Background: an optimization exercise with open tools, aiming at small area. Do not read the settings as production practice.
In this exercise RTL edits were held to simulation tests only and were not proved equivalent to the original.
The flow treats the clock pin as an ideal source, which a real chip does not have.
No activity file was given, so power comes from the tool's default toggle rates.

Setup of job 2282:
==> flow/design.v <==
`timescale 1ns / 1ps
module key_debounce #(
    parameter DELAY_TIME = 250
)(
    input  wire clk,
    input  wire rstn,
    input  wire key_in,
    output reg  press_on
);
localparam [7:0] D_SEED = 8'b01011000;
reg       key_in_r0;
reg       key_in_r1;
reg       key_in_nedge;
reg [7:0] delay_cnt;
wire free = (delay_cnt[7:1] == 7'd0);
wire fb   = delay_cnt[7] ^ delay_cnt[3] ^ delay_cnt[2] ^ delay_cnt[1];
always @(posedge clk or negedge rstn)
begin
    if (rstn == 1'b0) begin
        key_in_r0    <= 1'b0;
        key_in_r1    <= 1'b0;
        key_in_nedge <= 1'b0;
        delay_cnt    <= 8'd0;
        press_on     <= 1'b0;
    end
    else begin
        key_in_r0    <= key_in;
        key_in_r1    <= key_in_r0;
        key_in_nedge <= ~key_in_r0 & key_in_r1;
        if (free)
            delay_cnt <= key_in_nedge ? D_SEED : 8'd0;
        else
            delay_cnt <= {delay_cnt[6:0], fb};
        press_on     <= free & delay_cnt[0];
    end
end
endmodule
`timescale 1ns / 1ps
module Display(
    input  wire       clk,
    input  wire       rstn,
    input  wire [3:0] sw_in,
    input  wire [2:0] press_on,
    output wire [1:0] reg_ab,
    output wire [7:0] led_time,
    output wire [3:0] seg_data_1,
    output wire [3:0] seg_data_2
);
localparam [13:0] Q_SEED = 14'b10110000001000;
localparam [13:0] Q_LAST = 14'b11011000000100;
reg [13:0] Qcounter;
reg [13:0] counter;
reg [6:0]  scorer_A, scorer_B;
reg [6:0]  countA_1, countA_2, countA_3;
reg [6:0]  countB_1, countB_2, countB_3;
reg [5:0]  q_val;         
reg [3:0]  q_led;         
reg [4:0]  AttackT_A, AttackT_B;
reg [1:0]  reg_ab_reg;
reg [3:0]  seg_data_1_reg, seg_data_2_reg;
wire [2:0] mode = sw_in[3:1];
wire q_tick = (Qcounter[11:0] == Q_LAST[11:0]);
wire q_rest = (q_val == 6'd0) | (q_val[5:1] == 5'b11111);
wire [5:0] q_disp = q_rest ? {4'd0, ~q_val[1], q_val[0]} : q_val;
always @(posedge clk or negedge rstn)
begin
    if (rstn == 1'b0) begin
        Qcounter <= Q_SEED;
        q_val    <= 6'd60;
        q_led    <= 4'b0000;
    end
    else begin
        Qcounter <= {Qcounter[12:0],
                     Qcounter[13] ^ Qcounter[11] ^ Qcounter[1] ^ Qcounter[0] ^ q_tick};
        if (q_tick) begin
            if (q_rest & q_led[2]) begin           
                q_val <= 6'd62;
                q_led <= {q_led[2:0], 1'b1};
            end
            else if (q_val == 6'd62) begin         
                q_val <= 6'd60;
                q_led <= {q_led[2:0], 1'b1};
            end
            else
                q_val <= q_val - 6'd1;
        end
    end
end
wire one_key = (press_on == 3'b001) | (press_on == 3'b010) | (press_on == 3'b100);
wire team    = sw_in[3];               
wire       win       = (mode == 3'b100);
wire [6:0] score_sel = team ? scorer_B : scorer_A;
wire [1:0] points    = {press_on[2] | press_on[1], press_on[2] | press_on[0]};
wire [6:0] add_y     = win ? ~scorer_A : {5'd0, points};
wire [7:0] add_sum   = {1'b0, score_sel} + {1'b0, add_y} + {7'd0, win};
wire [6:0] score_nxt = add_sum[6:0];
reg  [6:0] count_sel;
always @(*) begin
    case ({team, press_on[2], press_on[1]})
        3'b000:  count_sel = countA_1;
        3'b001:  count_sel = countA_2;
        3'b010:  count_sel = countA_3;
        3'b100:  count_sel = countB_1;
        3'b101:  count_sel = countB_2;
        3'b110:  count_sel = countB_3;
        default: count_sel = 7'd0;
    endcase
end
wire [6:0] count_nxt = count_sel + 7'd1;
wire add_on = (mode[1:0] == 2'b11) & one_key;    
wire add_A  = add_on & ~team;
wire add_B  = add_on &  team;
always @(posedge clk or negedge rstn)
begin
    if (rstn == 1'b0) begin
        scorer_A <= 7'd0; scorer_B <= 7'd0;
        countA_1 <= 7'd0; countA_2 <= 7'd0; countA_3 <= 7'd0;
        countB_1 <= 7'd0; countB_2 <= 7'd0; countB_3 <= 7'd0;
    end
    else begin
        if (add_A) scorer_A <= score_nxt;
        if (add_B) scorer_B <= score_nxt;
        if (add_A & press_on[0]) countA_1 <= count_nxt;
        if (add_A & press_on[1]) countA_2 <= count_nxt;
        if (add_A & press_on[2]) countA_3 <= count_nxt;
        if (add_B & press_on[0]) countB_1 <= count_nxt;
        if (add_B & press_on[1]) countB_2 <= count_nxt;
        if (add_B & press_on[2]) countB_3 <= count_nxt;
    end
end
wire       att_team = sw_in[1];
wire [4:0] att_sel  = att_team ? AttackT_B : AttackT_A;
wire       att_run  = (mode[2:1] == 2'b00) & sw_in[0];           
wire       att_clr  = (mode == 3'b010) | (mode == 3'b100) |
                      (mode == 3'b101) | (mode == 3'b110);
wire       a_last   = (counter[11:0] == Q_LAST[11:0]);
wire       att_dec  = att_run & a_last & (att_sel != 5'd0);
wire [4:0] att_nxt  = att_sel - 5'd1;
always @(posedge clk or negedge rstn)
begin
    if (rstn == 1'b0) begin
        counter   <= Q_SEED;
        AttackT_A <= 5'd24;
        AttackT_B <= 5'd24;
    end
    else begin
        if (att_clr) begin
            counter   <= Q_SEED;
            AttackT_A <= 5'd24;
            AttackT_B <= 5'd24;
        end
        else if (att_run) begin
            counter <= {counter[12:0],
                        counter[13] ^ counter[11] ^ counter[1] ^ counter[0] ^ a_last};
            if (att_dec & ~att_team) AttackT_A <= att_nxt;
            if (att_dec &  att_team) AttackT_B <= att_nxt;
        end
    end
end
reg [6:0] disp_val;
always @(*) begin
    casez (mode)
        3'b00?:  disp_val = {2'b00, att_sel};
        3'b?11:  disp_val = score_sel;
        3'b110:  disp_val = {1'b0, q_disp};
        default: disp_val = count_sel;
    endcase
end
wire [5:0] disp_half  = disp_val[6:1];
wire [3:0] disp_tens  = disp_half / 6'd5;
wire [2:0] disp_rem   = disp_half % 6'd5;
wire [3:0] disp_units = {disp_rem, disp_val[0]};
wire       a_more   = ~add_sum[7];
wire       a_less   = add_sum[7] & (add_sum[6:0] != 7'd0);
wire [3:0] diff_abs = a_more ? (4'd0 - add_sum[3:0]) : add_sum[3:0];
always @(posedge clk or negedge rstn)
begin
    if (rstn == 1'b0) begin
        seg_data_1_reg <= 4'd0;
        seg_data_2_reg <= 4'd0;
        reg_ab_reg     <= 2'b11;
    end
    else begin
        case (mode)
            3'b100: begin
                seg_data_1_reg <= diff_abs;
                seg_data_2_reg <= a_more ? 4'd10 : a_less ? 4'd11 : 4'd0;
                reg_ab_reg     <= {a_more, a_less};
            end
            3'b010, 3'b101: begin
                if (one_key) begin
                    seg_data_1_reg <= disp_tens;
                    seg_data_2_reg <= disp_units;
                end
            end
            default: begin
                seg_data_1_reg <= disp_tens;
                seg_data_2_reg <= disp_units;
                reg_ab_reg <= (mode == 3'b110) ? 2'b00 :
                              (mode[1] ? {~team, team} : {~att_team, att_team});
            end
        endcase
    end
end
assign reg_ab     = reg_ab_reg;
assign led_time   = {q_led[3], q_led[3], q_led[2], q_led[2],
                     q_led[1], q_led[1], q_led[0], q_led[0]};
assign seg_data_1 = seg_data_1_reg;
assign seg_data_2 = seg_data_2_reg;
endmodule
`timescale 1ns / 1ps
module segment(
    input  [3:0] seg_data_1,
    input  [3:0] seg_data_2,
    output [8:0] seg_led_1,
    output [8:0] seg_led_2
);
function [8:0] seg;
    input [3:0] d;
    begin
        case (d)
            4'd0:  seg = 9'h3f;
            4'd1:  seg = 9'h06;
            4'd2:  seg = 9'h5b;
            4'd3:  seg = 9'h4f;
            4'd4:  seg = 9'h66;
            4'd5:  seg = 9'h6d;
            4'd6:  seg = 9'h7d;
            4'd7:  seg = 9'h07;
            4'd8:  seg = 9'h7f;
            4'd9:  seg = 9'h6f;
            4'd10: seg = 9'h77;
            4'd11: seg = 9'h7c;
            4'd12: seg = 9'h39;
            4'd13: seg = 9'h5e;
            4'd14: seg = 9'h79;
            default: seg = 9'h71;
        endcase
    end
endfunction
function [8:0] seg_units;
    input [3:0] d;
    begin
        case (d)
            4'd12:   seg_units = 9'h7c;
            4'd13:   seg_units = 9'h77;
            4'd14:   seg_units = 9'h74;
            4'd15:   seg_units = 9'h7c;
            default: seg_units = seg(d);
        endcase
    end
endfunction
assign seg_led_1 = seg(seg_data_1);
assign seg_led_2 = seg_units(seg_data_2);
endmodule
`timescale 1ns / 1ps
module BallCompetition(
    input	wire clk,					 
    input   wire rstn,					 
    input	wire	[3:0]  sw_in,  	 
    input   wire  [2:0]  key_in,		 
    output	wire	[1:0]  reg_ab,  	 
    output  wire  [7:0]  led_time,	 
    output  [8:0]  seg_led_1,			 
	 output  [8:0]  seg_led_2			 
);
	localparam DelayTime = 250;   
   wire [2:0]	press_on;				 
	wire [3:0] seg_data_1;				 
	wire [3:0] seg_data_2;				 
    key_debounce	 
    #(.DELAY_TIME  (DelayTime))  
    key0
    (
		.clk(clk),		            
      .rstn(rstn),
      .key_in(key_in[0]),		
      .press_on(press_on[0])	       
    );
    key_debounce
    #(.DELAY_TIME  (DelayTime))  
    key1
    (
      .clk(clk),		           
      .rstn(rstn),
      .key_in(key_in[1]),		
      .press_on(press_on[1])	       
    );
    key_debounce
    #(.DELAY_TIME  (DelayTime))  
    key2
    (
      .clk(clk),		            
      .rstn(rstn),
      .key_in(key_in[2]),		
      .press_on(press_on[2])	      
    ); 
    Display u_Display(
      .clk(clk),  
      .rstn(rstn),
      .sw_in(sw_in),  
      .press_on(press_on),
      .reg_ab(reg_ab), 
      .led_time(led_time),
      .seg_data_1(seg_data_1),  
      .seg_data_2(seg_data_2)      
    );
    segment u_segment(
   .seg_data_1  (seg_data_1),	
	.seg_data_2  (seg_data_2),		
	.seg_led_1   (seg_led_1),		
	.seg_led_2	 (seg_led_2)
    );
endmodule
==> flow/config.mk <==
export PLATFORM = sky130hd
export DESIGN_NAME = BallCompetition
export DESIGN_NICKNAME = BallCompetition
export VERILOG_FILES = /design/flow/design.v
export SDC_FILE = /design/flow/constraint.sdc
export NUM_CORES = 4
export LEC_CHECK = 0
export ABC_AREA = 1
export CAP_MARGIN = 20
export CORE_MARGIN = 2
export CORE_UTILIZATION = 40
export SLEW_MARGIN = 20
==> flow/constraint.sdc <==
create_clock -name core_clock -period 10.0 [get_ports {clk}]
set_input_delay 2.0000 -clock core_clock [delete_from_list [all_inputs] [get_ports {clk}]]
set_output_delay 2.0000 -clock core_clock [all_outputs]
set_load 0.01 [all_outputs]
standard.sh (not shown) runs the stock make flow with config.mk's settings and CLKGATE_MAP_FILE= SYNTH_SCRIPT=/design/flow/synth_recipe.tcl, a recipe that flattens the netlist after the stock synthesis.
==> flow/flow/run.sh <==
#!/bin/bash
# Layout flow: the standard ORFS flow, with
#  - synthesis: ORFS's synth.tcl (synth -nofsm -noshare, flatten, rename as the
#    standard synthesis does), but without the full/half-adder extraction and
#    with an area-oriented ABC script (flow/area.abc);
#  - port buffers of the smallest buffer cell;
#  - a hand-built two-level clock tree (flow/pre_cts.tcl) in place of
#    ORFS's CTS, which uses fewer and smaller clock buffers.
set -euo pipefail
HERE=$(pwd)
FLOWDIR=$HERE/flow

# synthesis script: same as synth_recipe.tcl, with abc given our script
sed "s#@ABC_SCRIPT@#$FLOWDIR/area.abc#" $FLOWDIR/synth.tcl > $HERE/my_synth.tcl

# the make command of standard.sh, with our synthesis script
sed "s#SYNTH_SCRIPT=[^ ]*#SYNTH_SCRIPT=$HERE/my_synth.tcl#" standard.sh > $HERE/my_standard.sh

export ADDER_MAP_FILE=
export BUFFER_PORTS_ARGS="-buffer_cell sky130_fd_sc_hd__buf_1"
export FLOW_DIR_OWN=$FLOWDIR
export PRE_CTS_TCL=$FLOWDIR/pre_cts.tcl
read MCTS_K MCTS_LEAF MCTS_ROOT < $FLOWDIR/mcts.txt
export MCTS_K MCTS_LEAF MCTS_ROOT

bash $HERE/my_standard.sh synth > $HERE/synth.log 2>&1
bash standard.sh finish > $HERE/layout.log 2>&1
==> flow/flow/mcts.txt <==
5 sky130_fd_sc_hd__clkbuf_16 sky130_fd_sc_hd__clkbuf_8
Other scripts of this flow, unchanged in this note and not shown: flow/flow/area.abc, flow/flow/manual_cts.tcl, flow/flow/pre_cts.tcl, flow/flow/synth.tcl
Changes in job 6323 relative to job 2282:
==> flow/flow/mcts.txt <==
10 sky130_fd_sc_hd__clkbuf_8 sky130_fd_sc_hd__clkbuf_8
Notes after the runs:
- Sort job 2282 and job 6323 by met1 layer usage reported by global route desc -> top: job 6323
- Job 6323 vs job 2282: first-iteration DRC count down
- Job 6323: upper clock frequency limit is 0.74 MHz higher than what job 2282 reported.
- Initial core utilization: job 6323 vs job 2282 identical
- Total power consumption of the routed design: job 6323 vs job 2282 up about 0.56%
- Final hold slack in job 6323 is 0.0054 ns lower than in job 2282
- Job 6323 ended up with a higher global-route wire length before repair than job 2282 did.
- Between job 2282 and job 6323, the difference in post-route standard cell area excluding fillers is negligible.
- Fraction of final layout cells with drive strength greater than 1 on job 6323 is up relative to job 2282.
For job 6233, these inputs were changed with respect to job 6323:
==> flow/flow/mcts.txt <==
8 sky130_fd_sc_hd__clkbuf_8 sky130_fd_sc_hd__clkbuf_8
==> notes.md <==
[diff] relative slew slack, job 6233 relative to job 6323: regression. Job 6233 leaves less setup margin than job 6323. [job 6233 vs job 6323] synthesis-to-finish area growth: lower in job 6233. | final cell count without fillers | job 6323 vs job 6233 | ≈ equal |. Between job 6323 and job 6233, static leakage power decreased. Compared to job 6323, the router laid down less metal wire for job 6233.
Input changes introduced in job 1451 (baseline for comparison: job 6233):
==> flow/flow/mcts.txt <==
6 sky130_fd_sc_hd__clkbuf_16 sky130_fd_sc_hd__clkbuf_8
## What came out
Job 1451 went all the way through synthesis, placement and routing and the layout is clean on timing, DRC and antenna. Between job 6233 and job 1451, the smallest hold slack figures differ only marginally. Changes observed in job 1451 relative to job 6233: measured slew at the worst slew-check pin shows a reduction of 0.013 ns, post-route non-filler standard cell count shows no meaningful change, cell area shows an increase of 40 µm², power of the clock network shows an increase of about 13%, clock skew shows a reduction of 0.0049 ns. There was hardly any difference in clock network latency to the later pin of the worst-skew pair between job 6233 and job 1451. In job 1451 the met1 wire length turned out 0.62% higher than in job 6233. Job 1451 vs. job 6233: number of filler instances in the final layout now sits lower, maximum frequency now sits lower.

-- separate check: timing with driven ports --
The flow's constraints put no driver on any port. The routed layouts listed below were extracted and timed again, unchanged, in two steps. Step 1 (the two cells are an assumption about what drives the block):
set clk [get_ports {clk}]
set_driving_cell -lib_cell sky130_fd_sc_hd__clkbuf_16 $clk
set_driving_cell -lib_cell sky130_fd_sc_hd__buf_2 [delete_from_list [all_inputs] $clk]
Step 2 also shifts input and output timing later by t, the mid clock arrival at the registers, as if the neighbouring blocks saw the same clock. a / b / c = ideal ports / drivers / drivers and shift; a / b = the first two.
run	shift t [ns]	slack for setup (ns)	hold WS [ns]	clock arrival spread, ns
job 2282	0.437	2.887 / 2.888 / 2.451	0.373 / 0.373 / 0.373	0.013 / 0.014
job 6323	0.468	2.924 / 2.925 / 2.458	0.367 / 0.367 / 0.367	0.013 / 0.013
job 6233	0.444	2.907 / 2.909 / 2.465	0.368 / 0.368 / 0.368	0.016 / 0.017
job 1451	0.440	2.870 / 2.871 / 2.432	0.369 / 0.369 / 0.369	0.012 / 0.011
After both steps every run listed still meets setup and hold. The setup slack of job 6323, which loses most, moves by +0.001 ns with the drivers and by -0.466 ns with both steps.
